Background: an optimization exercise with open tools, aiming at small area. Do not read the settings as production practice. RTL that was checked went through simulation tests only; none was proved equivalent to the original. For run 1, only the layout was checked, not whether the RTL still works. Power is estimated from default activity; no workload was simulated.

===== flow/flow/run.sh =====
#!/bin/bash
# The standard ORFS layout, with:
#  - port buffers of sky130_fd_sc_hd__buf_1
#  - clock tree of clkbuf_8, without dummy loads
#  - the standard flow's synthesis script, with only ABC's mapping script replaced by flow/abc.script
set -o pipefail
here=$(pwd)
export BUFFER_PORTS_ARGS="-buffer_cell sky130_fd_sc_hd__buf_1"
export CTS_ARGS="-sink_clustering_enable -repair_clock_nets -dont_use_dummy_load -buf_list sky130_fd_sc_hd__clkbuf_8"
{
  echo "proc abc {args} {"
  echo "  set i [lsearch -exact \$args -script]"
  echo "  if {\$i >= 0} { lset args [expr {\$i + 1}] $here/flow/abc.script }"
  echo "  yosys abc {*}\$args"
  echo "}"
  cat synth_recipe.tcl
} > my_synth.tcl
sed "s#SYNTH_SCRIPT=[^ ]*#SYNTH_SCRIPT=$here/my_synth.tcl#" standard.sh > my_standard.sh
bash my_standard.sh > standard.log 2>&1

===== flow/flow/abc.script =====
strash
dch
&get -n
&st
&dch
&nf
&put

===== flow/standard.sh =====
#!/bin/bash
# synth_recipe.tcl (not shown) runs the flow's synth.tcl, then flattens the netlist and writes it again
# the make line also repeats each setting of config.mk as NAME=value (left out here)
make -C /OpenROAD-flow-scripts/flow DESIGN_CONFIG=/design/flow/config.mk WORK_HOME=/design/flow/orfs CLKGATE_MAP_FILE= SYNTH_SCRIPT=/design/flow/synth_recipe.tcl "${@:-finish}"

===== flow/config.mk =====
export PLATFORM = sky130hd
export DESIGN_NAME = timer_top
export DESIGN_NICKNAME = timer_top
export VERILOG_FILES = /design/flow/design.v
export SDC_FILE = /design/flow/constraint.sdc
export NUM_CORES = 4
export LEC_CHECK = 0
export CAP_MARGIN = 20
export CORE_MARGIN = 2
export CORE_UTILIZATION = 40
export SLEW_MARGIN = 20
export SYNTH_HIERARCHICAL = 1

===== flow/constraint.sdc =====
create_clock -name core_clock -period 5.5 [get_ports {sys_clk}]
set_input_delay 1.1000 -clock core_clock [delete_from_list [all_inputs] [get_ports {sys_clk}]]
set_output_delay 1.1000 -clock core_clock [all_outputs]
set_load 0.01 [all_outputs]

===== flow/design.v =====
module timer_top (
input wire sys_clk,
input wire sys_rst_n,
input wire dbg_mode,
input wire [11:0] tim_paddr,
input wire tim_psel,
input wire tim_penable,
input wire tim_pwrite,
input wire [31:0] tim_pwdata,
input wire [3:0] tim_pstrb,
output reg [31:0] tim_prdata,
output wire tim_pready,
output wire tim_pslverr,
output wire tim_int
);
reg rst_q;    
reg rdy;
always @(posedge sys_clk or negedge sys_rst_n)
	if (!sys_rst_n) rdy <= 1'b0;
	else            rdy <= tim_psel & tim_penable & ~rdy;
wire wr = rdy & tim_pwrite;
wire rd = rdy & ~tim_pwrite;
assign tim_pready = rdy;
wire       a_ok = (tim_paddr[11:5] == 7'd0) && (tim_paddr[1:0] == 2'd0);
wire [2:0] ai   = tim_paddr[4:2];
wire [31:0] d   = tim_pwdata;
wire [3:0]  s   = tim_pstrb;
wire tcr_w   = wr & a_ok & (ai == 3'd0);
wire tdr0_w  = wr & a_ok & (ai == 3'd1);
wire tdr1_w  = wr & a_ok & (ai == 3'd2);
wire tcmp0_w = wr & a_ok & (ai == 3'd3);
wire tcmp1_w = wr & a_ok & (ai == 3'd4);
wire tier_w  = wr & a_ok & (ai == 3'd5) & s[0];
wire tisr_w  = wr & a_ok & (ai == 3'd6) & s[0];
wire thcsr_w = wr & a_ok & (ai == 3'd7) & s[0];
reg       timer_en, div_en, int_en, int_st, halt_req, halt_ack;
reg [3:0] div_val;
wire [3:0] pdv    = d[11:8];
wire       pdv_bad = pdv[3] & (pdv[2:0] != 3'd0);
wire       dv_same = (pdv == div_val);
wire te_clr = tcr_w & ( ((s[1:0] == 2'b11) && (d == 32'h0))
			| (s[0] && timer_en && !div_en && (d[1:0] == 2'b00) && dv_same)
			| (s[0] && timer_en &&  div_en && (d[1:0] == 2'b10) && dv_same) );
wire te_keep = (s[1] & (pdv_bad | timer_en)) | (timer_en & (d[1] ^ div_en));
wire te_nxt  = te_clr ? 1'b0 : ((tcr_w & s[0]) ? (te_keep ? timer_en : d[0]) : timer_en);
wire de_nxt = (tcr_w & s[0] & ~timer_en) ? ((pdv_bad & s[1]) ? div_en : d[1]) : div_en;
wire [3:0] dv_nxt = (tcr_w & s[1] & ~timer_en & ~pdv_bad) ? pdv : div_val;
assign tim_pslverr = tcr_w & ( (timer_en & s[1] & ~dv_same)
			| (timer_en & s[0] & (d[1] ^ div_en))
			| (pdv_bad & s[1]) );
wire halt = halt_req & dbg_mode;
reg  [7:0] int_cnt;
reg        pulse;
wire [7:0] max_nxt;
genvar gi;
generate for (gi = 0; gi < 8; gi = gi + 1) begin : g_max
	assign max_nxt[gi] = dv_nxt[3] | (dv_nxt[2:0] > gi);
end endgenerate
wire dv_nz  = (div_val != 4'd0);
wire run_en = timer_en & (~div_en | ~dv_nz | pulse);
wire [7:0] ic_nxt = halt ? int_cnt :
		(~div_en | ~timer_en | pulse) ? 8'd0 :
		(dv_nz ? int_cnt + 8'd1 : int_cnt);
wire pulse_nxt = (ic_nxt == max_nxt);
reg  [63:0] cnt;
wire [7:0] blk_one, blk_pre;
wire [63:0] cy;
generate for (gi = 0; gi < 8; gi = gi + 1) begin : g_blk
	assign blk_one[gi] = &cnt[8*gi+7:8*gi];
	if (gi == 0) begin : g0
		assign blk_pre[gi] = 1'b1;
	end else begin : gn
		assign blk_pre[gi] = blk_pre[gi-1] & blk_one[gi-1];
	end
end endgenerate
wire [7:0] blk_cy;
timer_cen u_cen (.halt_req(halt_req), .dbg_mode(dbg_mode),
	.run_en(run_en), .blk_pre(blk_pre), .cy(blk_cy));
generate for (gi = 0; gi < 64; gi = gi + 1) begin : g_cy
	if (gi % 8 == 0) begin : gb
		assign cy[gi] = blk_cy[gi/8];
	end else begin : gr
		assign cy[gi] = cy[gi-1] & cnt[gi-1];
	end
end endgenerate
wire [63:0] inc = cnt ^ cy;
wire cnt_clr = (timer_en & ~te_nxt) | ~rst_q;
wire [7:0] wb = {{4{tdr1_w}} & s, {4{tdr0_w}} & s};
wire [7:0] cnt_ld  = wb & ~{8{cnt_clr}};
wire [7:0] cnt_inc = ~wb & ~{8{cnt_clr}};
reg  [63:0] cnt_nxt;
integer k;
always @(*) begin
	for (k = 0; k < 64; k = k + 1)
		cnt_nxt[k] = (cnt_ld[k/8] & d[k%32]) | (cnt_inc[k/8] & inc[k]);
end
reg  [63:0] ncmp;    
wire [7:0] cb = {{4{tcmp1_w}} & s, {4{tcmp0_w}} & s} | {8{~rst_q}};
wire [31:0] ncd = ~d & {32{rst_q}};
reg  [63:0] cmp_nxt;
always @(*) begin
	for (k = 0; k < 64; k = k + 1)
		cmp_nxt[k] = cb[k/8] ? ncd[k%32] : ncmp[k];
end
wire [63:0] cmp = ~ncmp;
wire eq = (inc == cmp);
always @(posedge sys_clk or negedge sys_rst_n)
	if (!sys_rst_n) rst_q <= 1'b0;
	else            rst_q <= 1'b1;
always @(posedge sys_clk) begin
	if (!rst_q) begin
		timer_en <= 1'b0;
		div_en   <= 1'b0;
		div_val  <= 4'd1;
		int_en   <= 1'b0;
		int_st   <= 1'b0;
		halt_req <= 1'b0;
		halt_ack <= 1'b0;
		int_cnt  <= 8'd0;
		pulse    <= 1'b0;
	end else begin
		timer_en <= te_nxt;
		div_en   <= de_nxt;
		div_val  <= dv_nxt;
		int_en   <= tier_w ? d[0] : int_en;
		int_st   <= (tisr_w & d[0]) ? 1'b0 : (eq | int_st);
		halt_req <= thcsr_w ? d[0] : halt_req;
		halt_ack <= dbg_mode & halt_req;
		int_cnt  <= ic_nxt;
		pulse    <= pulse_nxt;
	end
end
always @(posedge sys_clk) begin
	cnt  <= cnt_nxt;
	ncmp <= cmp_nxt;
end
assign tim_int = int_en & int_st & rst_q;
always @(*) begin
	tim_prdata = 32'h0;
	if (rd & a_ok)
		case (ai)
			3'd0: tim_prdata = {20'b0, div_val, 6'b0, div_en, timer_en};
			3'd1: tim_prdata = inc[31:0];
			3'd2: tim_prdata = inc[63:32];
			3'd3: tim_prdata = cmp[31:0];
			3'd4: tim_prdata = cmp[63:32];
			3'd5: tim_prdata = {31'b0, int_en};
			3'd6: tim_prdata = {31'b0, int_st};
			3'd7: tim_prdata = {30'b0, halt_ack, halt_req};
		endcase
end
endmodule
module timer_cen (
input wire halt_req,
input wire dbg_mode,
input wire run_en,
input wire [7:0] blk_pre,
output wire [7:0] cy
);
assign cy = blk_pre & {8{run_en & ~(halt_req & dbg_mode)}};
endmodule

==> flow_summary.toml, run 1 <==
[run_status]
outcome = "finished clean"

[setup_path]
required_ps = 4400
critPathLaunchType = "register"
endpoint_kind = "output port"
worstRegToRegCells = 21
critical_path_class = "reg -> out"
cp.arrival_ps = 4170
crit_path_max_fanout = 2

[clock_network]
cts_buffers = 17
cts_tree = "built"
ctsHoldBuffers = 0
htreeDepth = 4
root_buffer = "clkbuf_8"
path_clk_slew_ps = 70
clock_latency_ps = 450
clk_path_buf_depth = 2
clock_sinks = 149

[pwr]
p_per_area_mw_per_mm2 = 217
power_w = 0.00199
p_switching_w = 0.000488
sw_frac_of_total = 0.246
p_leak_nw = 3.48
pwr-share-clk = 0.314
ir_drop_mv = 0.134
p_int_w = 0.00150
power_frac_seq = 0.608
power_frac_comb = 0.078

[floorplan]
die_y_um = 143
dieArea_mm2 = 0.0205
dieWidth_um = 143
io_pins = 89
fp.coreArea_mm2 = 0.0189
row_count = 50
floorplan.initialDensity = 0.411

[timing]
finalCritPeriodShare = 0.959
final_max_slew_viol_count = 0
maxSlewHeadroom = 0.381
worst_slack_ps = 225
finalHoldViolations = 0
final.min_clock_period_ps = 5270
setup_viol = 0
grt_setup_unrepaired = "yes"
max_freq_ghz = 0.190
worstMarginPinSlew_ps = 929
finClkSkew_ps = 23.8
hold_ws_ps = 432

[placement]
place_ws_ps = 139
finalWeightedCongestion = 0.886
dp_hpwl_um = 18500
io_buffers = 88

[worst_hold_path]
hold_class = "in -> async"

[routing]
remaining_drc_errors = 0
drt_iter0_drc = 588
ant_nets = 0
via_count = 6908
finalWirelength_um = 25400
wl_per_cell_um = 22.1
first_pass_iters = 5
routed_via_density = 6.01

[grt]
grt_overflow = 0
grt_pass1_vias = 6507
antenna_found_initial = 0
grt_max_degree = 46
grt_usage = 0.250
met3_usage = 0.0510
gr-usage-met1 = 0.342
use_met2 = 0.397
grt_pass1_wl_um = 38100
grt-busiest-layer = "met2"

[logic_synthesis]
yosysUniqueCellTypes = 51
yosysWarnings = 7
ys.flop_type = "dfxtp_1"
syn_area_per_cell_um2 = 10.3
synthCells = 756
async_flop_share = 0.0134
syn_area_mm2 = 0.00776
synth_seq_cells = 149
synth_edf_count = 64
yosysSeqAreaShare = 0.468

[final_layout]
antenna_cells = 0
nets = 1003
area_growth_syn_to_layout_pct = 18.1
drive_gt1_frac = 0.0989

[flow_run]
drv_cap = 0
## through the flow
step	setup TNS (ps)	util	std cells	instance area (µm²)
floorplan	0	-	757	7760
global placement	0	0.451	1117	8520
detailed placement	0	0.451	1117	8520
CTS	0	0.470	1144	8880
global route	-119	0.485	1150	9160
finish	0	0.485	1150	9160
## power groups by stage
stage,clock (W),sequential [W],combinational (W)
final,0.000625,0.00121,0.000155
after global routing,0.000680,0.00121,0.000166
after CTS,0.000638,0.00121,0.000152
after detailed placement,0,0.00123,0.000151
after global placement,0,0.00123,0.000151
after floorplan,0,0.00122,0.0000712
## flip-flops by register name, indices dropped and copies added (netlist names)
name      flops
cnt          64
div_en        1
div_val       4
halt_ack      1
halt_req      1
int_cnt       8
int_en        1
int_st        1
ncmp         64
pulse         1
rdy           1
rst_q         1
timer_en      1
## critical path: stages (launching register included)
cell and delay [ps]:
dfxtp_2 330, nand4_1 180, nor4_4 340, nand2_1 120
or3_4 350, or3_4 410, nor3_4 130, and4_1 200
and2_4 140, ha_4 130, ha_4 120, ha_4 130
ha_4 130, ha_4 130, ha_4 120, ha_4 120
xor2_2 160, nand2_1 90, o221ai_2 80, a21oi_1 60
nor2_1 110, buf_2 130
## per-module statistics from Yosys (local to each module, per instance)
module     area, µm²  copies in the design  flip-flops and latches  cells inside
timer_cen       57.6                     1                       0             9
timer_top       7700                     1                     149           747
## Yosys cell counts, drive strengths merged (4+ instances only)
cell type / count / area share
nand3: 9 / 0.0058
and3: 8 / 0.0065
a211oi: 5 / 0.0048
o22a: 4 / 0.0045
or3: 4 / 0.0032
o221ai: 19 / 0.021
a22o: 64 / 0.072
a221oi: 10 / 0.011
nand4: 27 / 0.022
and2: 14 / 0.011
nand2: 59 / 0.029
a22oi: 7 / 0.0068
o21ai: 12 / 0.0077
xnor2: 21 / 0.024
a21oi: 54 / 0.035
nor4: 21 / 0.017
nor2: 97 / 0.047
edfxtp: 64 / 0.25
nor3: 14 / 0.0090
mux2i: 4 / 0.0052
ha: 57 / 0.092
o22ai: 11 / 0.0089
clkinv: 9 / 0.0044
xor2: 38 / 0.043
dfxtp: 83 / 0.21
## cell usage in the layout (no fill, tap or decap), drive strengths merged, types with 19 or more instances in the layout
master / instances
a21oi: 54
ha: 57
buf: 116
nand4: 27
o221ai: 19
xnor2: 21
nor4: 21
dfxtp: 83
edfxtp: 64
a22o: 64
xor2: 38
nor2: 97
nand2: 59
## routing by layer
metal	part of all wire	wire [µm]
met3	0.084	2130
met1	0.43	11000
met5	0	0
met4	0.028	720
met2	0.45	11600
## cell type report
| type | count | area (µm²) |
|---|---|---|
| multi-input cells | 599 | 4380 |
| well taps | 260 | 325 |
| fillers | 1827 | 9740 |
| flip-flops and latches | 149 | 3640 |
| repair buffers | 116 | 546 |
| inverters | 9 | 33.8 |
| clock buffers | 17 | 234 |
## kinds of logic (layout without fill, tap and decap cells)
kind of cell               Yosys count  after routing  share of synthesized area
muxes                                4              4                    0.00516
buffers and inverters                9            142                    0.00436
other                                1              2                   0.000483
DFF                                149            149                      0.468
AOI/OAI and AO/OA                  210            210                      0.198
and+or+nand+nor                    267            267                      0.165
xor gates and xnor gates            59             59                     0.0666
adders and majority gates           57             57                     0.0919
## repair_timing
item / CTS / global route
pin swaps: 5 / 11
gates resized for setup: 10 / 54
setup buffers: 10 / 6
endpoints found under the setup margin: 7 / 10
## worst paths after layout
kind                                       end                start  slack (ps)
max                             tim_prdata[31]       cnt[4]$_DFF_P_         230
max in group asynchronous      rst_q$_DFF_PN0_            sys_rst_n        4950
min reg2reg                int_en$_SDFFE_PN0P_  int_en$_SDFFE_PN0P_         450
min                              rdy$_DFF_PN0_            sys_rst_n         430
min in group core_clock    int_en$_SDFFE_PN0P_  int_en$_SDFFE_PN0P_         450
max reg2reg                  int_st$_SDFF_PP0_       cnt[4]$_DFF_P_         650
==> inputs of run 2 (changes only) <==
--- a/flow/design.v
+++ b/flow/design.v
@@ -67,12 +67,18 @@
 wire [63:0] cy;
 generate for (gi = 0; gi < 8; gi = gi + 1) begin : g_blk
 	assign blk_one[gi] = &cnt[8*gi+7:8*gi];
-	if (gi == 0) begin : g0
-		assign blk_pre[gi] = 1'b1;
-	end else begin : gn
-		assign blk_pre[gi] = blk_pre[gi-1] & blk_one[gi-1];
-	end
 end endgenerate
+wire p2, p4;
+assign blk_pre[0] = 1'b1;
+assign blk_pre[1] = blk_one[0];
+timer_and2 u_p2 (.a(blk_one[0]), .b(blk_one[1]), .y(p2));
+timer_and2 u_p3 (.a(p2), .b(blk_one[2]), .y(blk_pre[3]));
+timer_and3 u_p4 (.a(p2), .b(blk_one[2]), .c(blk_one[3]), .y(p4));
+timer_and2 u_p5 (.a(p4), .b(blk_one[4]), .y(blk_pre[5]));
+timer_and3 u_p6 (.a(p4), .b(blk_one[4]), .c(blk_one[5]), .y(blk_pre[6]));
+timer_and4 u_p7 (.a(p4), .b(blk_one[4]), .c(blk_one[5]), .d(blk_one[6]), .y(blk_pre[7]));
+assign blk_pre[2] = p2;
+assign blk_pre[4] = p4;
 wire [7:0] blk_cy;
 timer_cen u_cen (.halt_req(halt_req), .dbg_mode(dbg_mode),
 	.run_en(run_en), .blk_pre(blk_pre), .cy(blk_cy));
@@ -159,3 +165,12 @@
 );
 assign cy = blk_pre & {8{run_en & ~(halt_req & dbg_mode)}};
 endmodule
+module timer_and2 (input wire a, input wire b, output wire y);
+assign y = a & b;
+endmodule
+module timer_and3 (input wire a, input wire b, input wire c, output wire y);
+assign y = a & b & c;
+endmodule
+module timer_and4 (input wire a, input wire b, input wire c, input wire d, output wire y);
+assign y = a & b & c & d;
+endmodule
--- a/flow/flow/run.sh
+++ b/flow/flow/run.sh
@@ -6,6 +6,7 @@
 set -o pipefail
 here=$(pwd)
 export BUFFER_PORTS_ARGS="-buffer_cell sky130_fd_sc_hd__buf_1"
+export DONT_USE_CELLS="sky130_fd_sc_hd__buf_4 sky130_fd_sc_hd__buf_6 sky130_fd_sc_hd__buf_8 sky130_fd_sc_hd__buf_12 sky130_fd_sc_hd__buf_16"
 export CTS_ARGS="-sink_clustering_enable -repair_clock_nets -dont_use_dummy_load -buf_list sky130_fd_sc_hd__clkbuf_8"
 {
   echo "proc abc {args} {"
==> run 2 against run 1 <==
  * Still clean on timing, DRC and antenna
  * Sequential power about the same
  * Cell count down 0.70%
  * Critical path depth down 3
  * Largest power group unchanged
==> flow_summary.toml, run 2 <==
[run_status]
outcome = "finished clean"

[placement]
finalWeightedCongestion = 0.879
dp_hpwl_um = 18700
io_buffers = 88
dpl_cell_area_mm2 = 0.00864

[logic_synthesis]
yosysSeqAreaShare = 0.467
synth_top_cell_by_area = "edfxtp_1"
yosysTopAreaCellShare = 0.247
ys.flop_type = "dfxtp_1"
synthCells = 751
yosysWarnings = 7
synth_seq_cells = 149
yosysUniqueCellTypes = 50
yosysMostFrequentCell = "nor2_1"
syn_area_mm2 = 0.00777
async_flop_share = 0.0134
synth_edf_count = 64
yosys-top-cells-area = "edfxtp_1, dfxtp_1, ha_1"
syn_area_per_cell_um2 = 10.4
synth.top_cells.by_count = "nor2_1, dfxtp_1, a21oi_1, a22o_1, edfxtp_1"

[timing]
maxSlewHeadroom = 0.276
finalCritPeriodShare = 0.902
finalHoldViolations = 0
final_max_slew_viol_count = 0
grt_setup_unrepaired = "no"
setup_viol = 0
worstMarginPinSlew_ps = 1080
hold_ws_ps = 417
final.min_clock_period_ps = 4960
max_freq_ghz = 0.202
finClkSkew_ps = 24.8
fin_tns_setup_ps = 0

[grt]
grt_max_degree = 44
grt_pass1_wl_um = 38800
antenna_found_initial = 0
grt_overflow = 0
grt_usage = 0.253
grt_pass1_vias = 6602

[floorplan]
dieArea_mm2 = 0.0206
io_pins = 89
die_y_um = 143
row_count = 50
dieWidth_um = 143
fp.coreArea_mm2 = 0.0189
floorplan.initialDensity = 0.411

[final_layout]
final_cell_mix = "nor2_1, buf_1, dfxtp_1, a21oi_1"
drive_gt1_frac = 0.0499
final_area_mm2 = 0.00888
area_growth_syn_to_layout_pct = 14.2
nets = 995
antenna_cells = 0
largestRegisters = "cnt x64, ncmp x64, int_cnt x8"
mostFrequentLayoutCell = "nor2_1"
fill_cells = 1851
utilization = 0.470

[setup_path]
cp.arrival_ps = 3860
crit_path_max_fanout = 8
critical_path_class = "reg -> out"
reg2reg_to = "int_st$_SDFF_PP0_"
critPathLaunchType = "register"
endpoint_kind = "output port"
worstRegToRegCells = 16
rr_startpoint = "div_val[1]$_SDFF_PN0_"
reg2reg_slack_ps = 1070
required_ps = 4400

[routing]
wl_per_cell_um = 22.1
routed_via_density = 5.97
remaining_drc_errors = 0
via_count = 6815
finalWirelength_um = 25300
first_pass_iters = 5
ant_nets = 0
drt_iter0_drc = 641

[pwr]
p_leak_nw = 3.35
p_per_area_mw_per_mm2 = 226
ir_drop_mv = 0.183

[flow_run]
drv_cap = 0

[clock_network]
cts-resized-gates = 0
clk_path_buf_depth = 2
post-cts-setup-buffers = 0
path_clk_slew_ps = 80
clock_latency_ps = 450
clock_sinks = 149
cts_tree = "built"
cts_buffers = 17
htreeDepth = 4
root_buffer = "clkbuf_8"
ctsHoldBuffers = 0

[worst_hold_path]
hold_class = "in -> async"
==> run 2: cell types whose count changed in the layout (fill, tap and decap cells not counted), sizes merged, moves of 5 or more <==
cell / change
xor2: -16
xnor2: +24
a21oi: +11
nor4: +11
o21ai: +5
nand2: -26
==> run 2: worst max path at each step <==
stage,startpoint,endpoint,slack (ps),cells after the start
4_1_cts,div_val[1]$_SDFF_PN0_,tim_prdata[31],530,18
3_5_place_dp,dbg_mode,tim_prdata[7],710,16
3_3_place_gp,dbg_mode,tim_prdata[15],730,17
6_report,div_val[1]$_SDFF_PN0_,tim_prdata[31],540,18
5_1_grt,div_val[1]$_SDFF_PN0_,tim_prdata[23],200,18
2_1_floorplan,tim_paddr[2],tim_prdata[7],460,5
==> run 2: cell type report <==
cell class,instances,area (µm²),share of cell area
inverter,13,48.8,0.00550
sequential,149,3630,0.409
clock buffer,17,234,0.0264
multi-input combinational,590,4110,0.462
timing repair buffer,113,531,0.0598
tap,260,325,0.0366
==> run 2: logic make-up after synthesis <==
family                   share of synthesized area
AND/OR/NAND/NOR                              0.162
flip-flops                                   0.467
multiplexers                               0.00515
XOR/XNOR                                    0.0755
buffers and inverters                      0.00628
AO/OA/AOI/OAI                                0.192
other                                     0.000482
adder cells (fa/ha/maj)                     0.0917
==> run 2: through the flow <==
| step | instances | power, W | setup WS, ps |
|---|---|---|---|
| 2_1_floorplan | 752 | 0.00130 | 464 |
| 3_3_place_gp | 1125 | 0.00139 | 733 |
| 3_5_place_dp | 1125 | 0.00139 | 708 |
| 4_1_cts | 1142 | 0.00201 | 526 |
| 5_1_grt | 1142 | 0.00208 | 201 |
| 6_report | 1142 | 0.00200 | 538 |
==> run 2: power by group <==
group	internal [W]	total, W	leakage, nW	switching, W
Combinational	0.0000472	0.000163	1.87	0.000116
Sequential	0.00118	0.00121	1.35	0.0000219
Clock	0.000272	0.000634	0.122	0.000361
==> run 2: Yosys stat by module, one instance, submodules excluded <==
module,flip-flops and latches,area [µm²],cells,copies in the design
timer_top,149,7680,736,1
timer_cen,0,57.6,9,1
timer_and4,0,8.76,1,1
timer_and2,0,6.26,1,3
timer_and3,0,6.26,1,2
==> run 2: worst max-delay path: stages (launching register included) <==
cell,delay (ps)
dfxtp_1,350
nor4_1,490
o31a_1,220
a21boi_0,200
buf_4,210
and2_0,160
ha_1,150
ha_1,140
ha_1,140
ha_1,150
ha_1,150
ha_1,150
ha_1,160
xor2_1,250
nand2_1,90
o221ai_1,80
a21oi_1,70
nor2_1,100
buf_1,150
==> run 2: layer usage <==
layer | global-route usage | vias to the layer above | share of wire
li1 | - | 3188 | -
met4 | 0.0722 | 0 | 0.021
met1 | 0.345 | 3313 | 0.45
met2 | 0.402 | 282 | 0.46
met5 | 0 | - | 0
met3 | 0.0566 | 32 | 0.069
==> inputs of run 3 (changes only) <==
--- a/flow/flow/run.sh
+++ b/flow/flow/run.sh
@@ -6,7 +6,6 @@
 set -o pipefail
 here=$(pwd)
 export BUFFER_PORTS_ARGS="-buffer_cell sky130_fd_sc_hd__buf_1"
-export DONT_USE_CELLS="sky130_fd_sc_hd__buf_4 sky130_fd_sc_hd__buf_6 sky130_fd_sc_hd__buf_8 sky130_fd_sc_hd__buf_12 sky130_fd_sc_hd__buf_16"
 export CTS_ARGS="-sink_clustering_enable -repair_clock_nets -dont_use_dummy_load -buf_list sky130_fd_sc_hd__clkbuf_8"
 {
   echo "proc abc {args} {"
==> run 3 against run 2 <==
  * Still clean
  * Area after synthesis unchanged
  * Wire length unchanged
  * Non-clock buffer count unchanged
  * Power unchanged
  * Flip-flop and latch count unchanged
  * Sequential power about the same
  * Die area unchanged
  * Largest power group unchanged
==> flow_summary.toml, run 3 <==
[run_status]
outcome = "finished clean"

[setup_path]
crit_path_max_fanout = 8
required_ps = 4400
critical_path_class = "reg -> out"
worstRegToRegCells = 16
cp.arrival_ps = 3860
endpoint_kind = "output port"
critPathLaunchType = "register"

[routing]
remaining_drc_errors = 0
wl_per_cell_um = 22.1
ant_nets = 0
routed_via_density = 5.97
via_count = 6815
first_pass_iters = 5
finalWirelength_um = 25300
drt_iter0_drc = 641

[floorplan]
fp.coreArea_mm2 = 0.0189
die_y_um = 143
io_pins = 89
dieArea_mm2 = 0.0206
row_count = 50
dieWidth_um = 143
floorplan.initialDensity = 0.411

[pwr]
p_per_area_mw_per_mm2 = 226
ir_drop_mv = 0.183
p_leak_nw = 3.35

[timing]
hold_ws_ps = 417
grt_setup_unrepaired = "no"
finalHoldViolations = 0
maxSlewHeadroom = 0.276
worst_slack_ps = 538
worstMarginPinSlew_ps = 1080
finalCritPeriodShare = 0.902
setup_viol = 0
max_freq_ghz = 0.202
finClkSkew_ps = 24.8
final.min_clock_period_ps = 4960
fin_tns_setup_ps = 0
final_max_slew_viol_count = 0

[clock_network]
path_clk_slew_ps = 80
ctsHoldBuffers = 0
clock_sinks = 149
post-cts-setup-buffers = 0
htreeDepth = 4
cts-resized-gates = 0
cts_buffers = 17
root_buffer = "clkbuf_8"
clock_latency_ps = 450
clk_path_buf_depth = 2
cts_tree = "built"

[final_layout]
final_area_mm2 = 0.00888
largestRegisters = "cnt x64, ncmp x64, int_cnt x8"
fin_cells = 1142
area_growth_syn_to_layout_pct = 14.2
mostFrequentLayoutCell = "nor2_1"
antenna_cells = 0
drive_gt1_frac = 0.0499
nets = 995
final_cell_mix = "nor2_1, buf_1, dfxtp_1, a21oi_1"

[worst_hold_path]
hold_class = "in -> async"

[placement]
place_ws_ps = 708
finalWeightedCongestion = 0.879
dp.cells = 1125
dpl_cell_area_mm2 = 0.00864
io_buffers = 88
dp_hpwl_um = 18700

[grt]
grt_overflow = 0
grt_usage = 0.253
antenna_found_initial = 0
grt_pass1_wl_um = 38800
grt_pass1_vias = 6602
grt_max_degree = 44

[logic_synthesis]
yosysMostFrequentCell = "nor2_1"
synth_seq_cells = 149
ys.flop_type = "dfxtp_1"
synth_top_cell_by_area = "edfxtp_1"
syn_area_per_cell_um2 = 10.4
syn_area_mm2 = 0.00777
yosys-top-cells-area = "edfxtp_1, dfxtp_1, ha_1"
async_flop_share = 0.0134
synth_edf_count = 64
yosysTopAreaCellShare = 0.247
yosysUniqueCellTypes = 50
yosysSeqAreaShare = 0.467
synthCells = 751
synth.top_cells.by_count = "nor2_1, dfxtp_1, a21oi_1, a22o_1, edfxtp_1"
yosysWarnings = 7

[flow_run]
drv_cap = 0
==> run 3: cells by family after synthesis <==
kind of cell,count (synthesis),share of synthesized area
AND/OR/NAND/NOR,250,0.162
AO/OA/AOI/OAI,210,0.192
flip-flops,149,0.467
XOR/XNOR,67,0.0755
adder cells (fa/ha/maj),57,0.0917
buffers and inverters,13,0.00628
multiplexers,4,0.00515
other,1,0.000482
==> run 3: worst max-delay path, cell delays in order, from the launching register on <==
cell and delay [ps]:
dfxtp_1 350, nor4_1 490, o31a_1 220, a21boi_0 200, buf_4 210, and2_0 160
ha_1 150, ha_1 140, ha_1 140, ha_1 150, ha_1 150, ha_1 150
ha_1 160, xor2_1 250, nand2_1 90, o221ai_1 80, a21oi_1 70, nor2_1 100
buf_1 150
==> run 3: layout make-up <==
cell class	instances	area (µm²)
flip-flops and latches	149	3630
clock buffers	17	234
repair buffers	113	531
multi-input cells	590	4110
well taps	260	325
fillers	1851	10000
inverters	13	48.8
==> run 3: final timing paths <==
path                                        from                   to  slack [ps]
min in group core_clock      int_en$_SDFFE_PN0P_  int_en$_SDFFE_PN0P_         460
max                        div_val[1]$_SDFF_PN0_       tim_prdata[31]         540
max in group asynchronous              sys_rst_n      rst_q$_DFF_PN0_        4960
min reg2reg                  int_en$_SDFFE_PN0P_  int_en$_SDFFE_PN0P_         460
max reg2reg                div_val[1]$_SDFF_PN0_    int_st$_SDFF_PP0_        1070
min                                    sys_rst_n        rdy$_DFF_PN0_         420
==> run 3: report_power, final <==
group          internal (W)  switching (W)  leakage (nW)
clock network      0.000272       0.000361         0.122
registers           0.00118      0.0000219          1.35
logic             0.0000472       0.000116          1.87
==> run 3: routing by layer <==
layer  GRT usage  wire (µm)  part of all wire
met5           0          0                 0
met4      0.0722        519             0.021
met3      0.0566       1760             0.069
met2       0.402      11600              0.46
met1       0.345      11400              0.45
==> run 3: through the flow <==
| stage | util | total power (W) |
|---|---|---|
| after global routing | 0.470 | 0.00208 |
| after CTS | 0.470 | 0.00201 |
| after global placement | 0.457 | 0.00139 |
| final | 0.470 | 0.00200 |
| after floorplan | - | 0.00130 |
| after detailed placement | 0.457 | 0.00139 |
==> run 3: per-module statistics from Yosys, one instance, submodules excluded <==
module,copies in the design,cells
timer_and2,3,1
timer_and3,2,1
timer_and4,1,1
timer_cen,1,9
timer_top,1,736
==> inputs of run 4 (changes only) <==
--- a/flow/design.v
+++ b/flow/design.v
@@ -103,11 +103,8 @@
 reg  [63:0] ncmp;    
 wire [7:0] cb = {{4{tcmp1_w}} & s, {4{tcmp0_w}} & s} | {8{~rst_q}};
 wire [31:0] ncd = ~d & {32{rst_q}};
-reg  [63:0] cmp_nxt;
-always @(*) begin
-	for (k = 0; k < 64; k = k + 1)
-		cmp_nxt[k] = cb[k/8] ? ncd[k%32] : ncmp[k];
-end
+wire [63:0] cmp_nxt;
+timer_hold u_hold (.ld(cb), .hold(~cb), .d({ncd, ncd}), .q(ncmp), .y(cmp_nxt));
 wire [63:0] cmp = ~ncmp;
 wire eq = (inc == cmp);
 always @(posedge sys_clk or negedge sys_rst_n)
@@ -174,3 +171,15 @@
 module timer_and4 (input wire a, input wire b, input wire c, input wire d, output wire y);
 assign y = a & b & c & d;
 endmodule
+module timer_hold (
+input wire [7:0] ld,
+input wire [7:0] hold,
+input wire [63:0] d,
+input wire [63:0] q,
+output reg [63:0] y
+);
+integer i;
+always @(*)
+	for (i = 0; i < 64; i = i + 1)
+		y[i] = (ld[i/8] & d[i]) | (hold[i/8] & q[i]);
+endmodule
==> flow/flow/abc.script (replaced) <==
strash
dch
&get -n
&st
&dch
&nf
&put
strash
dch
&get -n
&st
&dch
&nf
&put
==> run 4 against run 3 <==
  * Non-clock buffer count is 4 lower
  * Sequential share of layout area is 6.6 points lower
  * Highest routed layer unchanged
  * Clock skew is 2.5 ps lower
  * Largest power group unchanged
==> flow_summary.toml, run 4 <==
[run_status]
outcome = "finished clean"

[logic_synthesis]
yosysSeqAreaShare = 0.389
synth_edf_count = 0
yosys-top-cells-area = "dfxtp_1, a22o_1, ha_1"
synth.top_cells.by_count = "dfxtp_1, a22o_1, nor2_1, a21oi_1, ha_1"
syn_area_per_cell_um2 = 9.12
ys.flop_type = "dfxtp_1"
synth_seq_cells = 149
syn_area_mm2 = 0.00770
yosysMostFrequentCell = "dfxtp_1"
yosysTopAreaCellShare = 0.382
async_flop_share = 0.0134
yosysUniqueCellTypes = 46
yosysWarnings = 8
synthCells = 844
synth_top_cell_by_area = "dfxtp_1"

[final_layout]
drive_gt1_frac = 0.0412
multi_input_area_mm2 = 0.00465
utilization = 0.465
antenna_cells = 0
area_growth_syn_to_layout_pct = 13.4
fin_cells = 1205
nets = 1084
largestRegisters = "cnt x64, ncmp x64, int_cnt x8"
fill_cells = 1912
final_cell_mix = "dfxtp_1, a22o_1, nor2_1, buf_1, a21oi_1"
mostFrequentLayoutCell = "dfxtp_1"
seqCellArea_mm2 = 0.00299

[floorplan]
dieArea_mm2 = 0.0204
fp.coreArea_mm2 = 0.0188
floorplan.initialDensity = 0.410
io_pins = 89
dieWidth_um = 143
die_y_um = 143
row_count = 50

[timing]
fin_tns_setup_ps = 0
grt_setup_unrepaired = "no"
finalCritPeriodShare = 0.932
max_freq_ghz = 0.195
worst_slack_ps = 373
final_max_slew_viol_count = 0
worstMarginPinSlew_ps = 892
setup_viol = 0
maxSlewHeadroom = 0.388
finalHoldViolations = 0
final.min_clock_period_ps = 5130
finClkSkew_ps = 22.3

[clock_network]
cts-resized-gates = 0
clock_sinks = 149
htreeDepth = 4
post-cts-setup-buffers = 0
cts_tree = "built"
path_clk_slew_ps = 70
root_buffer = "clkbuf_8"
ctsHoldBuffers = 0
cts_buffers = 17
clk_path_buf_depth = 2
clock_latency_ps = 460

[pwr]
p_per_area_mw_per_mm2 = 231
p_switching_w = 0.000554
sw_frac_of_total = 0.275
power_frac_comb = 0.104
pwr-share-clk = 0.317
power_frac_seq = 0.579
p_int_w = 0.00147
p_leak_nw = 3.48
ir_drop_mv = 0.143

[grt]
grt_pass1_vias = 7238
grt_overflow = 0
grt_max_degree = 44
grt_usage = 0.281
antenna_found_initial = 0
grt_pass1_wl_um = 42900

[setup_path]
critPathLaunchType = "register"
reg2reg_slack_ps = 780
endpoint_kind = "output port"
rr_startpoint = "div_val[1]$_SDFF_PN0_"
worstRegToRegCells = 21
reg2reg_to = "int_st$_SDFF_PP0_"
critical_path_class = "reg -> out"
required_ps = 4400
cp.arrival_ps = 4030
crit_path_max_fanout = 4
startpoint = "cnt[14]$_DFF_P_"

[placement]
io_buffers = 88
dp_hpwl_um = 20700
finalWeightedCongestion = 0.931
place_ws_ps = 601
dp.cells = 1188

[routing]
via_count = 7587
wl_per_cell_um = 23.5
ant_nets = 0
finalWirelength_um = 28400
drt_iter0_drc = 802
remaining_drc_errors = 0
first_pass_iters = 8
routed_via_density = 6.30

[worst_hold_path]
hold_class = "in -> async"

[flow_run]
drv_cap = 0
-- run 4: how the worst max path moves through the flow --
stage / slack [ps] / end / cells after the start
5_1_grt: 70 / tim_prdata[31] / 19
3_3_place_gp: 610 / int_st$_SDFF_PP0_ / 19
4_1_cts: 450 / tim_prdata[31] / 19
2_1_floorplan: 690 / tim_prdata[1] / 3
3_5_place_dp: 600 / tim_prdata[31] / 17
6_report: 370 / tim_prdata[31] / 19
-- run 4: power groups by stage --
stage	logic (W)	clock network, W	registers [W]
6_report	0.000210	0.000640	0.00117
5_1_grt	0.000225	0.000690	0.00117
4_1_cts	0.000205	0.000652	0.00117
3_5_place_dp	0.000204	0	0.00119
3_3_place_gp	0.000205	0	0.00119
2_1_floorplan	0.000116	0	0.00117
-- run 4: Yosys stat by module, one instance, submodules excluded --
module	cells inside	flip-flops and latches
timer_top	765	149
timer_and3	1	0
timer_and2	1	0
timer_hold	64	0
timer_and4	1	0
timer_cen	9	0
-- run 4: layout make-up --
cell class / instances / area share
Timing Repair Buffer: 109 / 0.0559
Inverter: 17 / 0.00731
Sequential cell: 149 / 0.343
Multi-Input combinational cell: 679 / 0.533
Clock buffer: 17 / 0.0268
Tap cell: 234 / 0.0336
-- run 4: per-layer routing --
metal,up-vias,wire [µm],track usage
met3,52,2590,0.0704
met2,369,12600,0.435
li1,3552,-,-
met1,3614,12300,0.378
met4,0,848,0.106
met5,-,0,0
-- run 4: cells by family (layout without fill, tap and decap cells) --
| logic type | count (synthesis) | after routing | share of synthesized area |
|---|---|---|---|
| xor+xnor | 39 | 39 | 0.0444 |
| compound gates | 300 | 300 | 0.289 |
| other cells | 1 | 2 | 0.000487 |
| simple gates | 277 | 277 | 0.171 |
| mux | 4 | 4 | 0.00520 |
| fa+ha+maj | 57 | 57 | 0.0927 |
| buf+inv | 17 | 143 | 0.00829 |
| flops | 149 | 149 | 0.389 |
-- run 4: critical path, stage by stage, from the launching register on --
cell and delay, ps:
dfxtp_1 350, nand4_1 100, nor2_1 210, and2_0 300
and3_1 340, and4_1 210, and2_0 170, ha_1 190
ha_1 150, ha_1 140, ha_1 140, ha_1 140
ha_1 150, ha_1 160, xor2_1 300, nand2_1 90
o221ai_1 100, a21oi_1 70, nor2_1 110, buf_1 160
-- run 4: stage by stage --
stage / hold slack [ps] / power (W) / cell area, µm²
final: 435 / 0.00202 / 8730
after global placement: 444 / 0.00140 / 8490
after floorplan: 429 / 0.00129 / 7700
after detailed placement: 447 / 0.00140 / 8490
after CTS: 419 / 0.00202 / 8730
after global routing: 423 / 0.00209 / 8730
==> inputs of run 5 (changes only) <==
==> flow/flow/abc.script (replaced) <==
strash
dch -f
&get -n
&st
&dch -f
&nf
&put
==> run 5 against run 4 <==
  * Still clean on timing, DRC and antenna
  * Global-route usage is 1.3 points lower
  * Cell count up 0.66%
  * Flip-flop and latch count is the same
  * Utilization decreased by 0.23 points
==> flow_summary.toml, run 5 <==
[run_status]
outcome = "finished clean"

[logic_synthesis]
yosysUniqueCellTypes = 48
ys.flop_type = "dfxtp_1"
yosysSeqAreaShare = 0.388
syn_area_mm2 = 0.00772
yosysWarnings = 8
synth.top_cells.by_count = "dfxtp_1, a22o_1, nor2_1, nand2_1, ha_1"
async_flop_share = 0.0134
synthCells = 836
yosysMostFrequentCell = "dfxtp_1"
synth_edf_count = 0
yosysTopAreaCellShare = 0.381
yosys-top-cells-area = "dfxtp_1, a22o_1, ha_1"
synth_top_cell_by_area = "dfxtp_1"
syn_area_per_cell_um2 = 9.23
synth_seq_cells = 149

[pwr]
p_per_area_mw_per_mm2 = 233
p_leak_nw = 3.47
ir_drop_mv = 0.144

[timing]
hold_ws_ps = 427
max_freq_ghz = 0.196
final.min_clock_period_ps = 5100
setup_viol = 0
worstMarginPinSlew_ps = 794
maxSlewHeadroom = 0.470
fin_tns_setup_ps = 0
final_max_slew_viol_count = 0
finalHoldViolations = 0
grt_setup_unrepaired = "no"
finClkSkew_ps = 25.6
finalCritPeriodShare = 0.927

[setup_path]
startpoint = "div_val[2]$_SDFF_PN0_"
rr_startpoint = "div_val[2]$_SDFF_PN0_"
cp.arrival_ps = 4000
crit_path_max_fanout = 8
endpoint_kind = "output port"
critPathLaunchType = "register"
critical_path_class = "reg -> out"
required_ps = 4400
worstRegToRegCells = 20

[clock_network]
htreeDepth = 4
clk_path_buf_depth = 2
post-cts-setup-buffers = 0
cts_buffers = 17
ctsHoldBuffers = 0
path_clk_slew_ps = 70
clock_sinks = 149
clock_latency_ps = 460
root_buffer = "clkbuf_8"
cts_tree = "built"

[grt]
use_met2 = 0.400
antenna_found_initial = 0
grt_pass1_vias = 7094
grt-busiest-layer = "met2"
met3_usage = 0.0624
gr-usage-met1 = 0.369
grt_pass1_wl_um = 41400
grt_usage = 0.268
grt_max_degree = 45
grt_overflow = 0

[final_layout]
utilization = 0.463
fin_cells = 1213
final_cell_mix = "dfxtp_1, a22o_1, nor2_1, buf_1, nand2_1"
antenna_cells = 0
drive_gt1_frac = 0.0325
area_growth_syn_to_layout_pct = 12.8
final_area_mm2 = 0.00871
fill_cells = 1862
largestRegisters = "cnt x64, ncmp x64, int_cnt x8"
mostFrequentLayoutCell = "dfxtp_1"
nets = 1066

[routing]
drt_iter0_drc = 825
remaining_drc_errors = 0
wl_per_cell_um = 22.3
via_count = 7543
ant_nets = 0
routed_via_density = 6.22
finalWirelength_um = 27000
first_pass_iters = 5

[placement]
dp.cells = 1196
io_buffers = 88
dpl_cell_area_mm2 = 0.00847
finalWeightedCongestion = 0.975
dp_hpwl_um = 19800

[floorplan]
fp.coreArea_mm2 = 0.0188
io_pins = 89
row_count = 50
dieWidth_um = 143
floorplan.initialDensity = 0.410
die_y_um = 143
dieArea_mm2 = 0.0204

[flow_run]
drv_cap = 0

[worst_hold_path]
hold_class = "in -> async"
run 5: cell types whose count changed after synthesis, moves of 10 or more:
cell | previous run | this run
xor2_1 | 18 | 29
a22oi_1 | 3 | 13
nand2_1 | 49 | 61
a21oi_1 | 76 | 52
nor2_1 | 115 | 101
run 5: per-stage QoR:
step	total power [W]	worst slack (ps)
final	0.00203	401
after global routing	0.00210	9.39
after CTS	0.00203	281
after detailed placement	0.00140	579
after global placement	0.00140	618
after floorplan	0.00129	716
run 5: cell type report:
class / instances / area (µm²) / area share
Multi-Input combinational cell: 673 / 4690 / 0.538
Sequential cell: 149 / 2990 / 0.344
Timing Repair Buffer: 99 / 413 / 0.0474
Tap cell: 260 / 325 / 0.0373
Clock buffer: 17 / 234 / 0.0269
Inverter: 15 / 56.3 / 0.00646
run 5: path summary, 6_finish.rpt:
path | to | slack (ps)
worst max register to register | int_st$_SDFF_PP0_ | 830
min in group core_clock | int_en$_SDFFE_PN0P_ | 460
max in group asynchronous | rst_q$_DFF_PN0_ | 4950
worst min register to register | int_en$_SDFFE_PN0P_ | 460
worst max-delay path | tim_prdata[15] | 400
worst min-delay path | rdy$_DFF_PN0_ | 430
run 5: logic make-up after synthesis:
kind of cell / Yosys count / share of synthesized area
other: 1 / 0.000486
and+or+nand+nor: 273 / 0.168
adders and majority gates: 57 / 0.0924
buffers and inverters: 15 / 0.00729
AOI/OAI and AO/OA: 290 / 0.285
xor gates and xnor gates: 46 / 0.0522
DFF: 149 / 0.388
muxes: 5 / 0.00648
run 5: metal layers:
metal,vias up,wire length [µm]
met5,-,0
met1,3589,11900
li1,3493,-
met3,68,2310
met4,0,1100
met2,393,11700
run 5: worst max-delay path: stages, from the launching register on:
cell and delay (ps):
dfxtp_1 340, or4_1 590, a21boi_1 210, a21boi_0 210, buf_4 210, and2_0 190, ha_1 170, ha_1 150
ha_1 140, ha_1 130, ha_1 130, ha_1 150, ha_1 150, xor2_1 260, nand2_1 90, o221ai_1 90
a21oi_1 60, nor2_1 120, buf_1 160
run 5: what timing repair did:
action | 4_1_cts | 5_1_grt
endpoints found under the hold margin | 0 | 0
gates resized for setup | 0 | 2
setup endpoints to repair | 0 | 3
run 5: modules after synthesis (local to each module, per instance):
| module | copies in the design | flip-flops and latches | cell area (µm²) |
|---|---|---|---|
| timer_and4 | 1 | 0 | 8.76 |
| timer_and2 | 3 | 0 | 6.26 |
| timer_cen | 1 | 0 | 57.6 |
| timer_and3 | 2 | 0 | 6.26 |
| timer_hold | 1 | 0 | 561 |
| timer_top | 1 | 149 | 7060 |
run 5: report_power, final:
group	leakage, nW	internal (W)	switching, W
clock	0.122	0.000273	0.000373
sequential	1.23	0.00112	0.0000485
combinational	2.13	0.0000765	0.000137
total	3.47	0.00147	0.000559
==> inputs of run 6 (changes only) <==
==> flow/flow/abc.script (replaced) <==
strash
dch
&get -n
&st
&dch
&nf
&put
strash
dch
&get -n
&st
&dch
&nf
&put
strash
dch
&get -n
&st
&dch
&nf
&put
--- a/flow/config.mk
+++ b/flow/config.mk
@@ -7,6 +7,6 @@
 export LEC_CHECK = 0
 export CAP_MARGIN = 20
 export CORE_MARGIN = 2
-export CORE_UTILIZATION = 40
+export CORE_UTILIZATION = 45
 export SLEW_MARGIN = 20
 export SYNTH_HIERARCHICAL = 1
==> run 6 against run 5 <==
  * Register-to-register slack lost 130 ps
  * Non-clock buffer count stayed put
  * Critical endpoint is now tim_prdata[31]
  * Setup slack got worse by 39 ps
  * Still clean on timing, DRC and antenna
  * Largest cell class unchanged
==> flow_summary.toml, run 6 <==
[timing]
finalHoldViolations = 0
worstMarginPinSlew_ps = 790
setup_viol = 0
finalCritPeriodShare = 0.934
final_max_slew_viol_count = 0
maxSlewHeadroom = 0.474
finClkSkew_ps = 21.0
fin_tns_setup_ps = 0
max_freq_ghz = 0.195
grt_setup_unrepaired = "no"
final.min_clock_period_ps = 5140

[logic_synthesis]
synth_top_cell_by_area = "dfxtp_1"
ys.flop_type = "dfxtp_1"
syn_area_mm2 = 0.00769
yosysMostFrequentCell = "dfxtp_1"
yosys-top-cells-area = "dfxtp_1, a22o_1, ha_1"
synth_edf_count = 0
yosysTopAreaCellShare = 0.383
yosysUniqueCellTypes = 49
synthCells = 844
yosysSeqAreaShare = 0.389
yosysWarnings = 8
syn_area_per_cell_um2 = 9.11
synth_seq_cells = 149
async_flop_share = 0.0134
synth.top_cells.by_count = "dfxtp_1, a22o_1, nor2_1, a21oi_1, ha_1"

[clock_network]
htreeDepth = 4
root_buffer = "clkbuf_8"
cts_buffers = 17
clock_latency_ps = 460
clk_path_buf_depth = 2
path_clk_slew_ps = 70
clock_sinks = 149
cts_tree = "built"

[pwr]
sw_frac_of_total = 0.269
p_per_area_mw_per_mm2 = 232
p_int_w = 0.00146
pwr-share-clk = 0.315
power_frac_comb = 0.102
ir_drop_mv = 0.150
p_leak_nw = 3.54
p_switching_w = 0.000540
power_frac_seq = 0.583

[setup_path]
worstRegToRegCells = 21
critPathTopFamily = "simple AND/OR/NAND/NOR gates"
critPathBufInv = 1
required_ps = 4400
reg2reg_to = "int_st$_SDFF_PP0_"
reg2reg_slack_ps = 700
cp.arrival_ps = 4040
critPathMaxStageDelay_ps = 350
critical_path_class = "reg -> out"
critPathLaunchType = "register"
rr_startpoint = "cnt[4]$_DFF_P_"
worstPathCellList = "nand4_1 > nor2_1 > and2_0 > and3_2 > and4_1 > and2_0 > ha_1 > ha_1 > ha_1 > ha_1 > ha_1 > ha_1 > ha_1 > xor2_1 > nand2_1 > o221ai_1 > a21oi_1 > nor2_1 > buf_1"
critPathSlowestCell = "dfxtp_1"
endpoint_kind = "output port"
cp_common_cell = "ha_1"
crit_path_max_fanout = 5
path_depth = 19

[routing]
first_pass_iters = 6
drt_iter0_drc = 796
via_count = 7538
ant_nets = 0
remaining_drc_errors = 0
finalWirelength_um = 27100
wl_per_cell_um = 23.0
routed_via_density = 6.38

[floorplan]
dieWidth_um = 135
floorplan.initialDensity = 0.462
row_count = 47
dieArea_mm2 = 0.0181
io_pins = 89
die_y_um = 135
fp.coreArea_mm2 = 0.0166

[final_layout]
area_growth_syn_to_layout_pct = 12.2
nets = 1074
mostFrequentLayoutCell = "dfxtp_1"
fill_cells = 1631
final_area_mm2 = 0.00863
fin_cells = 1182
final_cell_mix = "dfxtp_1, a22o_1, nor2_1, buf_1, a21oi_1"
drive_gt1_frac = 0.0323
largestRegisters = "cnt x64, ncmp x64, int_cnt x8"

[run_status]
outcome = "finished clean"

[placement]
finalWeightedCongestion = 0.980
dp_hpwl_um = 20200
dp.cells = 1164
dpl_cell_area_mm2 = 0.00839
io_buffers = 88

[grt]
grt_pass1_wl_um = 42000
antenna_found_initial = 0
grt_max_degree = 44
grt_overflow = 0
grt_usage = 0.304
grt_pass1_vias = 7058

[worst_hold_path]
hold_class = "in -> async"

[flow_run]
drv_cap = 0
-- run 6: changes by cell type after synthesis, moves of 3 or more --
| cell | change |
|---|---|
| a21oi_1 | +34 |
| nor2_1 | +14 |
| a22oi_1 | -9 |
| o22a_1 | -9 |
| nand2_1 | -8 |
| nand4_1 | -7 |
| xnor2_1 | -6 |
| o221ai_1 | +5 |
| a2111oi_0 | +3 |
| a21boi_0 | -3 |
-- run 6: timing repair --
action / 4_1_cts / 5_1_grt
buffers inserted: 0 / 0
setup endpoints to repair: 0 / 1
hold buffers: 0 / 0
resized for setup: 0 / 1
-- run 6: final cells by class --
type | instances | area, µm² | share of cell area
multi-input cells | 683 | 4660 | 0.540
flip-flops and latches | 149 | 2990 | 0.347
repair buffers | 99 | 413 | 0.0479
well taps | 220 | 275 | 0.0319
clock buffers | 17 | 234 | 0.0271
inverters | 13 | 48.8 | 0.00566
diodes | 1 | 2.50 | 0.000290
-- run 6: per-stage QoR --
stage | hold slack (ps) | setup slack (ps) | util | total power (W)
floorplan | 425 | 712 | - | 0.00129
global placement | 442 | 495 | 0.504 | 0.00139
detailed placement | 455 | 531 | 0.504 | 0.00139
CTS | 420 | 340 | 0.518 | 0.00200
global route | 405 | 48.8 | 0.518 | 0.00207
finish | 428 | 362 | 0.518 | 0.00200
-- run 6: power by group through the flow --
stage               clock (W)  combinational (W)  sequential, W
floorplan                   0           0.000114        0.00117
global placement            0           0.000199        0.00119
detailed placement          0           0.000199        0.00119
CTS                  0.000636           0.000200        0.00117
global route         0.000683           0.000219        0.00117
finish               0.000631           0.000204        0.00117
-- run 6: kinds of logic after synthesis --
| logic type | after synthesis | share of synthesized area |
|---|---|---|
| AO/OA/AOI/OAI | 309 | 0.295 |
| AND/OR/NAND/NOR | 271 | 0.166 |
| flip-flops | 149 | 0.389 |
| adder cells (fa/ha/maj) | 57 | 0.0928 |
| XOR/XNOR | 40 | 0.0456 |
| buffers and inverters | 13 | 0.00635 |
| multiplexers | 4 | 0.00521 |
| other | 1 | 0.000488 |
-- run 6: worst max path at each step --
stage | startpoint | end
global route | cnt[4]$_DFF_P_ | tim_prdata[31]
CTS | cnt[4]$_DFF_P_ | tim_prdata[31]
floorplan | tim_paddr[2] | tim_prdata[0]
global placement | dbg_mode | int_st$_SDFF_PP0_
detailed placement | dbg_mode | int_st$_SDFF_PP0_
finish | cnt[4]$_DFF_P_ | tim_prdata[31]
-- run 6: routing by layer --
| layer | GRT usage | wire length, µm |
|---|---|---|
| met1 | 0.421 | 11800 |
| met2 | 0.480 | 12400 |
| met3 | 0.0563 | 2220 |
| met4 | 0.101 | 782 |
| met5 | 0 | 0 |
-- run 6: worst reg2reg max path, delay by kind of cell, from the launching register on --
family	cells	cell delay (ps)
AOI/OAI and AO/OA	6	1370
DFF	1	330
and+or+nand+nor	8	1460
adders and majority gates	7	1540
-- run 6: modules after synthesis, one instance, submodules excluded --
module	times used	cell area [µm²]	cells inside	flops+latches
timer_top	1	7030	765	149
timer_hold	1	561	64	0
timer_cen	1	57.6	9	0
timer_and4	1	8.76	1	0
timer_and2	3	6.26	1	0
timer_and3	2	6.26	1	0
==> inputs of run 7 (changes only) <==
--- a/flow/config.mk
+++ b/flow/config.mk
@@ -7,6 +7,6 @@
 export LEC_CHECK = 0
 export CAP_MARGIN = 20
 export CORE_MARGIN = 2
-export CORE_UTILIZATION = 45
+export CORE_UTILIZATION = 40
 export SLEW_MARGIN = 20
 export SYNTH_HIERARCHICAL = 1
==> run 7 against run 6 <==
  * Clock power grew 2%
  * Maximum frequency shrank 0.21%
  * Sequential share of layout area is essentially flat
  * Area after synthesis is the same
  * First-iteration DRC count shrank 12%
  * Critical path type unchanged
  * Critical endpoint unchanged
  * Largest cell class unchanged
==> flow_summary.toml, run 7 <==
[setup_path]
critPathSlowestCell = "dfxtp_1"
critical_path_class = "reg -> out"
cp_common_cell = "ha_1"
rr_startpoint = "cnt[3]$_DFF_P_"
worstRegToRegCells = 21
critPathMaxStageDelay_ps = 350
reg2reg_slack_ps = 850
cp.arrival_ps = 4050
endpoint_kind = "output port"
critPathLaunchType = "register"
reg2reg_to = "int_st$_SDFF_PP0_"
critPathTopFamily = "simple AND/OR/NAND/NOR gates"
path_depth = 19
crit_path_max_fanout = 4
worstPathCellList = "nand4_1 > nor2_1 > and2_1 > and3_1 > and4_1 > and2_0 > ha_1 > ha_1 > ha_1 > ha_1 > ha_1 > ha_1 > ha_1 > xor2_1 > nand2_1 > o221ai_1 > a21oi_1 > nor2_1 > buf_1"
required_ps = 4400
startpoint = "cnt[3]$_DFF_P_"
critPathBufInv = 1
crit_path_end = "tim_prdata[31]"

[routing]
first_pass_iters = 6
finalWirelength_um = 27900
drt_iter0_drc = 704
wl_per_cell_um = 23.4
via_count = 7616
remaining_drc_errors = 0
routed_via_density = 6.38
ant_nets = 0

[grt]
grt_pass1_wl_um = 42700
grt_pass1_vias = 7320
antenna_found_initial = 0
grt_overflow = 0
grt_max_degree = 44
grt_usage = 0.278

[clock_network]
cts_buffers = 17
post-cts-setup-buffers = 0
htreeDepth = 4
clk_path_buf_depth = 2
cts_tree = "built"
clock_sinks = 149
ctsHoldBuffers = 0
clock_latency_ps = 460
cts-resized-gates = 0
path_clk_slew_ps = 80
root_buffer = "clkbuf_8"

[pwr]
power_w = 0.00202
p_leak_nw = 3.53
p_int_w = 0.00146
ir_drop_mv = 0.145
power_frac_seq = 0.579
pwr-share-clk = 0.319
p_per_area_mw_per_mm2 = 234
sw_frac_of_total = 0.276
p_switching_w = 0.000556
power_frac_comb = 0.102

[logic_synthesis]
synth_seq_cells = 149
yosysTopAreaCellShare = 0.383
syn_area_per_cell_um2 = 9.11
synth_edf_count = 0
yosysMostFrequentCell = "dfxtp_1"
yosysSeqAreaShare = 0.389
yosysWarnings = 8
synth.top_cells.by_count = "dfxtp_1, a22o_1, nor2_1, a21oi_1, ha_1"
synthCells = 844
syn_area_mm2 = 0.00769
yosys-top-cells-area = "dfxtp_1, a22o_1, ha_1"
synth_top_cell_by_area = "dfxtp_1"
ys.flop_type = "dfxtp_1"
yosysUniqueCellTypes = 49
async_flop_share = 0.0134

[placement]
dp_hpwl_um = 20200
place_ws_ps = 580
finalWeightedCongestion = 0.933
io_buffers = 88

[worst_hold_path]
hold_class = "in -> async"

[final_layout]
nets = 1072
antenna_cells = 0
mostFrequentLayoutCell = "dfxtp_1"
final_cell_mix = "dfxtp_1, a22o_1, nor2_1, buf_1, a21oi_1"
largestRegisters = "cnt x64, ncmp x64, int_cnt x8"
area_growth_syn_to_layout_pct = 12.3
drive_gt1_frac = 0.0302
utilization = 0.460

[floorplan]
dieArea_mm2 = 0.0203
row_count = 50
die_y_um = 143
dieWidth_um = 143
floorplan.initialDensity = 0.410
io_pins = 89
fp.coreArea_mm2 = 0.0188

[flow_run]
drv_cap = 0

[timing]
grt_setup_unrepaired = "no"
setup_viol = 0
worstMarginPinSlew_ps = 773
finalHoldViolations = 0
maxSlewHeadroom = 0.485
worst_slack_ps = 351
max_freq_ghz = 0.194
final_max_slew_viol_count = 0
finalCritPeriodShare = 0.936
final.min_clock_period_ps = 5150
finClkSkew_ps = 23.5
fin_tns_setup_ps = 0

[run_status]
outcome = "finished clean"
run 7: cell counts after synthesis:
No cell type changed its count.
run 7: final cells by class:
class                           count  area (µm²)
Clock buffer                       17         234
Fill cell                        1883       10100
Inverter                           13        48.8
Multi-Input combinational cell    683        4670
Sequential cell                   149        2990
Tap cell                          234         293
Timing Repair Buffer               97         398
run 7: Yosys stat by module, one instance, submodules excluded:
module | cell area [µm²] | cells inside | flip-flops and latches | copies in the design
timer_hold | 561 | 64 | 0 | 1
timer_top | 7030 | 765 | 149 | 1
timer_and4 | 8.76 | 1 | 0 | 1
timer_and3 | 6.26 | 1 | 0 | 2
timer_cen | 57.6 | 9 | 0 | 1
timer_and2 | 6.26 | 1 | 0 | 3
run 7: how the worst min path moves through the flow:
stage	cells after the start	from	endpoint	slack, ps
after global routing	1	sys_rst_n	rdy$_DFF_PN0_	380
after floorplan	2	int_en$_SDFFE_PN0P_	int_en$_SDFFE_PN0P_	420
after global placement	2	int_en$_SDFFE_PN0P_	int_en$_SDFFE_PN0P_	440
after CTS	1	sys_rst_n	rdy$_DFF_PN0_	400
final	1	sys_rst_n	rdy$_DFF_PN0_	410
after detailed placement	2	int_en$_SDFFE_PN0P_	int_en$_SDFFE_PN0P_	460
run 7: cell families after synthesis:
group / synth area share
AO/OA/AOI/OAI: 0.295
XOR/XNOR: 0.0456
adder cells (fa/ha/maj): 0.0928
buffers and inverters: 0.00635
flip-flops: 0.389
multiplexers: 0.00521
other: 0.000488
AND/OR/NAND/NOR: 0.166
run 7: through the flow:
stage | hold slack, ps | cell area (µm²) | instances
2_1_floorplan | 425 | 7690 | 845
4_1_cts | 396 | 8630 | 1193
5_1_grt | 381 | 8630 | 1193
3_3_place_gp | 445 | 8390 | 1176
3_5_place_dp | 460 | 8390 | 1176
6_report | 414 | 8630 | 1193
run 7: per-layer routing:
metal	GRT usage	wire length [µm]	up-vias	share of wire
li1	-	-	3526	-
met1	0.372	12200	3685	0.44
met2	0.440	12600	350	0.45
met3	0.0684	2330	55	0.083
met4	0.0954	753	0	0.027
met5	0	0	-	0
run 7: power groups by stage:
stage / clock, W / combinational (W) / sequential, W
after global routing: 0.000692 / 0.000221 / 0.00117
final: 0.000644 / 0.000206 / 0.00117
after detailed placement: 0 / 0.000200 / 0.00119
after floorplan: 0 / 0.000114 / 0.00117
after CTS: 0.000646 / 0.000202 / 0.00117
after global placement: 0 / 0.000202 / 0.00119

==> port drivers added, routing unchanged <==
In the flow no input, the clock included, has a driving cell. The finished layouts below were timed again as built, in two steps.
Step 1: set_driving_cell puts a clkbuf_16 on sys_clk and a buf_2 on each other input, an assumption about the parent block.
Step 2 adds t to the input delays and takes it off the output delays; t is the mean of the earliest and latest rising clock arrival at the registers after step 1. Input paths then give back, and output paths get back, about the clock's delay inside the block.
Slacks: no drivers / after step 1 / after step 2; pairs: no drivers / after step 1.
| run | t, ns | setup WS [ns] | worst setup path at the end |
|---|---|---|---|
| run 1 | 0.478 | 0.225 / 0.183 / 0.544 | input to output |
| run 2 | 0.480 | 0.538 / 0.498 / 0.652 | input to output |
| run 3 | 0.480 | 0.538 / 0.498 / 0.652 | input to output |
| run 4 | 0.490 | 0.373 / 0.330 / 0.431 | input to register |
| run 5 | 0.489 | 0.401 / 0.359 / 0.553 | input to register |
| run 6 | 0.483 | 0.362 / 0.324 / 0.425 | input to register |
| run 7 | 0.490 | 0.351 / 0.312 / 0.519 | input to register |
After both steps setup and hold are still met in every run listed.
